Source: an optimization exercise on an open RTL-to-GDS flow (aim: small area). Production flows keep margins and buffers that such runs may drop. Where RTL was checked, it was by simulation tests only, not by an equivalence proof against the original. No driver is modelled on the clock port, so clock power and skew are understated where the tree is cut down; a real chip needs a root buffer or a tree. Power and IR drop assume default switching activity.

== main ==
==> flow/design.v (excerpt) <==
module alu32_top(
    input  wire        clk,
    input  wire [31:0] a,
    input  wire [31:0] b,
    input  wire [2:0]  op_code,
    output reg  [32:0] result,
    output reg         zero_flag,
    output reg         control_flag
    );
Size: roughly 390 cells after synthesis, roughly 0.0042 mm^2 of cells after synthesis.
export LEC_CHECK = 0
export CAP_MARGIN = 20
export CORE_MARGIN = 2
export CORE_UTILIZATION = 40
export SLEW_MARGIN = 20
export SYNTH_HIERARCHICAL = 1
export SYNTH_MINIMUM_KEEP_SIZE = 0
create_clock -name core_clock -period 5.0 [get_ports {clk}]
standard.sh (not shown) runs the stock make flow with config.mk's settings and CLKGATE_MAP_FILE= SYNTH_SCRIPT=/design/flow/synth_recipe.tcl, a recipe that flattens the netlist after the stock synthesis.
==> flow/flow/run.sh <==
#!/bin/bash
# Standard ORFS layout with these changes: the port buffers use the smallest buffer cell;
# every combinational cell is put at its smallest drive strength after floorplanning (the
# repair steps then size up only what timing needs); clock tree synthesis adds no dummy
# loads; power recovery downsizes non-critical cells after global routing.
set -euo pipefail
W=$(pwd)
bash standard.sh BUFFER_PORTS_ARGS="-buffer_cell sky130_fd_sc_hd__buf_1" \
  POST_FLOORPLAN_TCL="$W/flow/downsize.tcl" \
  CTS_ARGS="-sink_clustering_enable -repair_clock_nets -dont_use_dummy_load" \
  RECOVER_POWER=100 finish > make_finish.log 2>&1
==> flow/flow/downsize.tcl <==
# POST_FLOORPLAN hook: put every combinational cell at the smallest drive strength of its
# family; the later repair steps size up what timing needs.
set n 0
foreach inst [[ord::get_db_block] getInsts] {
  set m [$inst getMaster]
  set name [$m getName]
  if {![regexp {^(sky130_fd_sc_hd__[a-z0-9]+)_([0-9]+)$} $name -> base sz]} { continue }
  if {[string match {*df*} $base] || [string match {*clk*} $base] || [string match {*tap*} $base]
      || [string match {*conb*} $base] || [string match {*dl*} $base]} { continue }
  set best ""
  set best_a 1e9
  foreach lc [get_lib_cells ${base}_*] {
    set ln [get_name $lc]
    if {![regexp "^${base}_\[0-9\]+\$" $ln]} { continue }
    if {[get_property $lc dont_use]} { continue }
    set a [get_property $lc area]
    if {$a < $best_a} { set best_a $a; set best $ln }
  }
  if {$best ne "" && $best ne $name} {
    $inst swapMaster [[ord::get_db] findMaster $best]
    incr n
  }
}
puts "downsize: replaced $n cells"
#### Input delta (the feature branch over main)
--- a/flow/design.v
+++ b/flow/design.v
@@ -30,22 +30,21 @@
     );
 endmodule
 
 `timescale 1ns / 1ps
 module ALU_8_Bit #(parameter WIDTH = 8) (A, B, op_code, result, zero_flag, control_flag);
     input  [WIDTH-1:0] A, B;
     input  [2:0] op_code;
     output zero_flag, control_flag;
     output [WIDTH:0] result;
-    wire inv, ar, nar, kp, kg, nkp, nkg, op_add, op_sub, op_gt, op_eq, op_lt;
+    wire inv, ar, nar, kp, kg, nkp, nkg;
     alu_decode u_dec (.op(op_code), .inv(inv), .ar(ar), .nar(nar), .kp(kp), .kg(kg),
-        .nkp(nkp), .nkg(nkg), .op_add(op_add), .op_sub(op_sub), .op_gt(op_gt),
-        .op_eq(op_eq), .op_lt(op_lt));
+        .nkp(nkp), .nkg(nkg));
     wire [31:0] bx;    
     wire [31:0] pp;    
     wire [31:0] gg;    
     wire [31:0] sx;    
     wire [31:0] lt;    
     wire [31:0] r;
     wire [32:0] cc;      
     assign cc[0] = inv;
     alu_xor2 u_bx0 (.a(B[0]), .b(inv), .y(bx[0]));
@@ -262,20 +261,20 @@
     alu_o22ai u_l28 (.a1(pp[28]), .a2(nkp), .b1(gg[28]), .b2(nkg), .y(lt[28]));
     alu_xnor2 u_s29 (.a(pp[29]), .b(cc[29]), .y(sx[29]));
     alu_a22oi u_l29 (.a1(pp[29]), .a2(kp), .b1(gg[29]), .b2(kg), .y(lt[29]));
     alu_xor2 u_s30 (.a(pp[30]), .b(cc[30]), .y(sx[30]));
     alu_o22ai u_l30 (.a1(pp[30]), .a2(nkp), .b1(gg[30]), .b2(nkg), .y(lt[30]));
     alu_xnor2 u_s31 (.a(pp[31]), .b(cc[31]), .y(sx[31]));
     alu_a22oi u_l31 (.a1(pp[31]), .a2(kp), .b1(gg[31]), .b2(kg), .y(lt[31]));
     wire eq, hi, cmp, ncmp;
     alu_and #(.N(14), .INV(14'b10101010101010)) u_eq (.a({pp[7], pp[6], pp[5], pp[4], pp[3], pp[2], pp[1], pp[0], P28, P24, P20, P16, P12, P8}), .y(eq));
-    alu_flags #(.CINV(0)) u_fl (.ci(cc[32]), .eq(eq), .op_add(op_add), .op_sub(op_sub), .op_gt(op_gt),
-        .op_eq(op_eq), .op_lt(op_lt), .hi(hi), .cmp(cmp), .ncmp(ncmp));
+    alu_flags #(.CINV(0)) u_fl (.op(op_code), .ci(cc[32]), .eq(eq),
+        .hi(hi), .cmp(cmp), .ncmp(ncmp));
     alu_o211ai u_r0 (.a1(sx[0]), .a2(nar), .b1(lt[0]), .c1(ncmp), .y(r[0]));
     alu_a21o u_r1 (.a1(sx[1]), .a2(ar), .b1(lt[1]), .y(r[1]));
     alu_o21ai u_r2 (.a1(sx[2]), .a2(nar), .b1(lt[2]), .y(r[2]));
     alu_a21o u_r3 (.a1(sx[3]), .a2(ar), .b1(lt[3]), .y(r[3]));
     alu_o21ai u_r4 (.a1(sx[4]), .a2(nar), .b1(lt[4]), .y(r[4]));
     alu_a21o u_r5 (.a1(sx[5]), .a2(ar), .b1(lt[5]), .y(r[5]));
     alu_o21ai u_r6 (.a1(sx[6]), .a2(nar), .b1(lt[6]), .y(r[6]));
     alu_a21o u_r7 (.a1(sx[7]), .a2(ar), .b1(lt[7]), .y(r[7]));
     alu_o21ai u_r8 (.a1(sx[8]), .a2(nar), .b1(lt[8]), .y(r[8]));
@@ -386,31 +385,25 @@
     assign y = &(a ^ INV);
 endmodule
 module alu_nor #(parameter N = 8) (input [N-1:0] a, output y);
     assign y = ~|a;
 endmodule
 module alu_nand #(parameter N = 4) (input [N-1:0] a, output y);
     assign y = ~&a;
 endmodule
 module alu_decode (input [2:0] op, output inv, output ar, output nar, output kp, output kg,
-                   output nkp, output nkg, output op_add, output op_sub, output op_gt,
-                   output op_eq, output op_lt);
-    assign op_add = (op == 3'b000);
-    assign op_sub = (op == 3'b001);
-    assign op_gt  = (op == 3'b010);
-    assign op_eq  = (op == 3'b011);
-    assign op_lt  = (op == 3'b100);
-    assign inv = op_sub | op_gt | op_eq | op_lt;
-    assign ar  = op_add | op_sub;
-    assign nar = ~ar;
-    assign kp  = (op == 3'b110) | (op == 3'b111);
-    assign kg  = (op == 3'b101) | (op == 3'b110);
+                   output nkp, output nkg);
+    assign inv = op[2] ^ (op[1] | op[0]);      
+    assign nar = op[2] | op[1];
+    assign ar  = ~nar;                         
+    assign kp  = op[2] & op[1];                
+    assign kg  = op[2] & (op[1] ^ op[0]);      
     assign nkp = ~kp;
     assign nkg = ~kg;
 endmodule
-module alu_flags #(parameter CINV = 0) (input ci, input eq, input op_add, input op_sub, input op_gt, input op_eq,
-                  input op_lt, output hi, output cmp, output ncmp);
+module alu_flags #(parameter CINV = 0) (input [2:0] op, input ci, input eq, output hi,
+                                        output cmp, output ncmp);
     wire co = ci ^ CINV;
-    assign hi = (op_add & co) | (op_sub & ~co);
-    assign cmp = (op_gt & co & ~eq) | (op_eq & eq) | (op_lt & ~co);
+    assign hi = ~op[2] & ~op[1] & (co ^ op[0]);    
+    assign cmp = ((op == 3'b010) & co & ~eq) | ((op == 3'b011) & eq) | ((op == 3'b100) & ~co);
     assign ncmp = ~cmp;
 endmodule
==> comparison <==
Count of non-filler cells in the finished layout: the feature branch vs main down about 0.8%
In terms of placed standard-cell area, the feature branch and main differ only marginally.
The final reports for the feature branch and main show number of instances in the synthesized netlist lower in the former.
Looking at main and the feature branch, the overall routing resource usage is a wash.
Taking main as the reference, in the feature branch slew at the pin closest to its max-slew limit has decreased; layout multi-input combinational cell count has decreased; via count has decreased.
The feature branch: post-synthesis instance area lower than main
Delta(total design power, the feature branch - main) > 0
No functional check of the RTL was part of any run of this note.

* * *

## the previous run
alu32_top, a different RTL version from the one above (not shown whole).
Size: ~390 cells after synthesis, about 100 I/O pins, roughly 4300 µm² of cells after synthesis.
## alu32_top
module alu32_top(
    input  wire        clk,
    input  wire [31:0] a,
    input  wire [31:0] b,
    input  wire [2:0]  op_code,
    output reg  [32:0] result,
    output reg         zero_flag,
    output reg         control_flag
    );
clock: 5.0 ns
lec_check: 0
cap_margin: 20
core_margin: 2
core_utilization: 40
slew_margin: 20
synth_hierarchical: 1
synth_minimum_keep_size: 0
==> flow/flow/run.sh <==
#!/bin/bash
# Standard ORFS layout with these changes: the port buffers use the smallest buffer cell;
# every combinational cell is put at its smallest drive strength after floorplanning (the
# repair steps then size up only what timing needs); after clock tree synthesis its tree is
# replaced by a smaller two-level one (flow/mycts.tcl: the clock port drives one inv_8, which
# drives two clkinv_16, each clocking half the flip-flops); power recovery downsizes
# non-critical cells after global routing.
set -euo pipefail
W=$(pwd)
bash standard.sh BUFFER_PORTS_ARGS="-buffer_cell sky130_fd_sc_hd__buf_1" \
  POST_FLOORPLAN_TCL="$W/flow/downsize.tcl" POST_CTS_TCL="$W/flow/mycts.tcl" \
  CTS_ARGS="-sink_clustering_enable -repair_clock_nets -dont_use_dummy_load" \
  RECOVER_POWER=100 finish > make_finish.log 2>&1
Scripts as last shown in full above: flow/flow/downsize.tcl
Other scripts of this flow, unchanged in this note and not shown: flow/flow/mycts.tcl
Setup changes, the previous run to the current run
--- a/flow/design.v
+++ b/flow/design.v
@@ -30,24 +30,21 @@
     );
 endmodule
 
 `timescale 1ns / 1ps
 module ALU_8_Bit #(parameter WIDTH = 8) (A, B, op_code, result, zero_flag, control_flag);
     input  [WIDTH-1:0] A, B;
     input  [2:0] op_code;
     output zero_flag, control_flag;
     output [WIDTH:0] result;
-    generate if (WIDTH == 32) begin : g32
     wire inv, ar, nar, kp, kg, nkp, nkg;
-    alu_dinv u_dinv (.op(op_code), .inv(inv));
-    alu_dar u_dar (.op(op_code), .ar(ar), .nar(nar));
-    alu_dkp u_dkp (.op(op_code), .kp(kp), .nkp(nkp));
-    alu_dkg u_dkg (.op(op_code), .kg(kg), .nkg(nkg));
+    alu_decode u_dec (.op(op_code), .inv(inv), .ar(ar), .nar(nar), .kp(kp), .kg(kg),
+        .nkp(nkp), .nkg(nkg));
     wire [31:0] bx;    
     wire [31:0] pp;    
     wire [31:0] gg;    
     wire [31:0] sx;    
     wire [31:0] lt;    
     wire [31:0] r;
     wire [32:0] cc;      
     assign cc[0] = inv;
     alu_xor2 u_bx0 (.a(B[0]), .b(inv), .y(bx[0]));
@@ -338,33 +335,18 @@
     wire zp10;
     alu_nor2 u_zp10 (.a(hi), .b(r[0]), .y(zp10));
     wire zn0;
     alu_nand #(.N(4)) u_zn0 (.a({ze, zp0, zp1, zp2}), .y(zn0));
     wire zn1;
     alu_nand #(.N(4)) u_zn1 (.a({zp3, zp4, zp5, zp6}), .y(zn1));
     wire zn2;
     alu_nand #(.N(4)) u_zn2 (.a({zp7, zp8, zp9, zp10}), .y(zn2));
     alu_nor #(.N(3)) u_z (.a({zn0, zn1, zn2}), .y(zero_flag));
-    end else begin : g_any
-    wire [WIDTH:0] sum = {1'b0, A} + {1'b0, B};
-    wire [WIDTH:0] dif = {1'b0, A} - {1'b0, B};
-    wire [WIDTH:0] res =
-        (op_code == 3'b000) ? sum :
-        (op_code == 3'b001) ? dif :
-        (op_code == 3'b010) ? {{WIDTH{1'b0}}, A > B} :
-        (op_code == 3'b011) ? {{WIDTH{1'b0}}, A == B} :
-        (op_code == 3'b100) ? {{WIDTH{1'b0}}, A < B} :
-        (op_code == 3'b101) ? {1'b0, A & B} :
-        (op_code == 3'b110) ? {1'b0, A | B} : {1'b0, A ^ B};
-    assign result = res;
-    assign zero_flag = ~|res;
-    assign control_flag = (op_code[2:1] == 2'b00) & res[WIDTH];
-    end endgenerate
 endmodule
 module alu_xor2 (input a, input b, output y);
     assign y = a ^ b;
 endmodule
 module alu_xnor2 (input a, input b, output y);
     assign y = ~(a ^ b);
 endmodule
 module alu_ha (input a, input b, output s, output c);
     assign s = a ^ b;
@@ -412,31 +394,26 @@
 module alu_and #(parameter N = 8, parameter [N-1:0] INV = 0) (input [N-1:0] a, output y);
     assign y = &(a ^ INV);
 endmodule
 module alu_nor #(parameter N = 8) (input [N-1:0] a, output y);
     assign y = ~|a;
 endmodule
 module alu_nand #(parameter N = 4) (input [N-1:0] a, output y);
     assign y = ~&a;
 endmodule
-module alu_dinv (input [2:0] op, output inv);
+module alu_decode (input [2:0] op, output inv, output ar, output nar, output kp, output kg,
+                   output nkp, output nkg);
     assign inv = op[2] ^ (op[1] | op[0]);      
-endmodule
-module alu_dar (input [2:0] op, output ar, output nar);
     assign nar = op[2] | op[1];
     assign ar  = ~nar;                         
-endmodule
-module alu_dkp (input [2:0] op, output kp, output nkp);
     assign kp  = op[2] & op[1];                
-    assign nkp = ~kp;
-endmodule
-module alu_dkg (input [2:0] op, output kg, output nkg);
     assign kg  = op[2] & (op[1] ^ op[0]);      
+    assign nkp = ~kp;
     assign nkg = ~kg;
 endmodule
 module alu_flags #(parameter CINV = 0) (input [2:0] op, input ci, input eq, output hi,
                                         output cmp, output ncmp);
     wire co = ci ^ CINV;
     assign hi = ~op[2] & ~op[1] & (co ^ op[0]);    
     assign cmp = ((op == 3'b010) & co & ~eq) | ((op == 3'b011) & eq) | ((op == 3'b100) & ~co);
     assign ncmp = ~cmp;
 endmodule
Findings:
Diff the previous run -> the current run: area of the multi-input gates rose 23 µm², depth of the worst register-to-register path rose 2, average cell area after synthesis about even.
Delta (the current run minus the previous run): HPWL after detailed placement shrank by 0.74%, final area shows an increase of about 1.2%.
For the current run, only the layout was checked, not whether the RTL still works. No run of this note takes its clock network from TritonCTS; it comes from the design's own scripts or RTL.

-- static timing again, ports no longer ideal --
No port has a modelled driver above. Below, the same layouts with a new extraction and two added sets of constraints. Step 1 sets driving cells, clkbuf_16 on the clock port and buf_2 on the other inputs (assumed; they add their load-dependent delay and slew). Step 2 adds t to the input delays and takes it off the output delays; t is the mean of the earliest and latest rising clock arrival at the registers after step 1. Input paths then give back, and output paths get back, about the clock's delay inside the block. a / b / c = ideal ports / drivers / drivers and shift; a / b = the first two.
run | shift t [ns] | slack for setup (ns) | clock arrival spread, ns | cell pins on the clock port's net
main | 0.383 | 0.409 / 0.409 / 0.409 | 0.026 / 0.026 | 1
the feature branch | 0.383 | 0.440 / 0.440 / 0.440 | 0.025 / 0.024 | 1
the previous run | 0.203 | 0.469 / 0.469 / 0.469 | 0.027 / 0.027 | 1
the current run | 0.203 | 0.487 / 0.487 / 0.487 | 0.014 / 0.014 | 1
After both steps setup and hold are still met in every run listed.
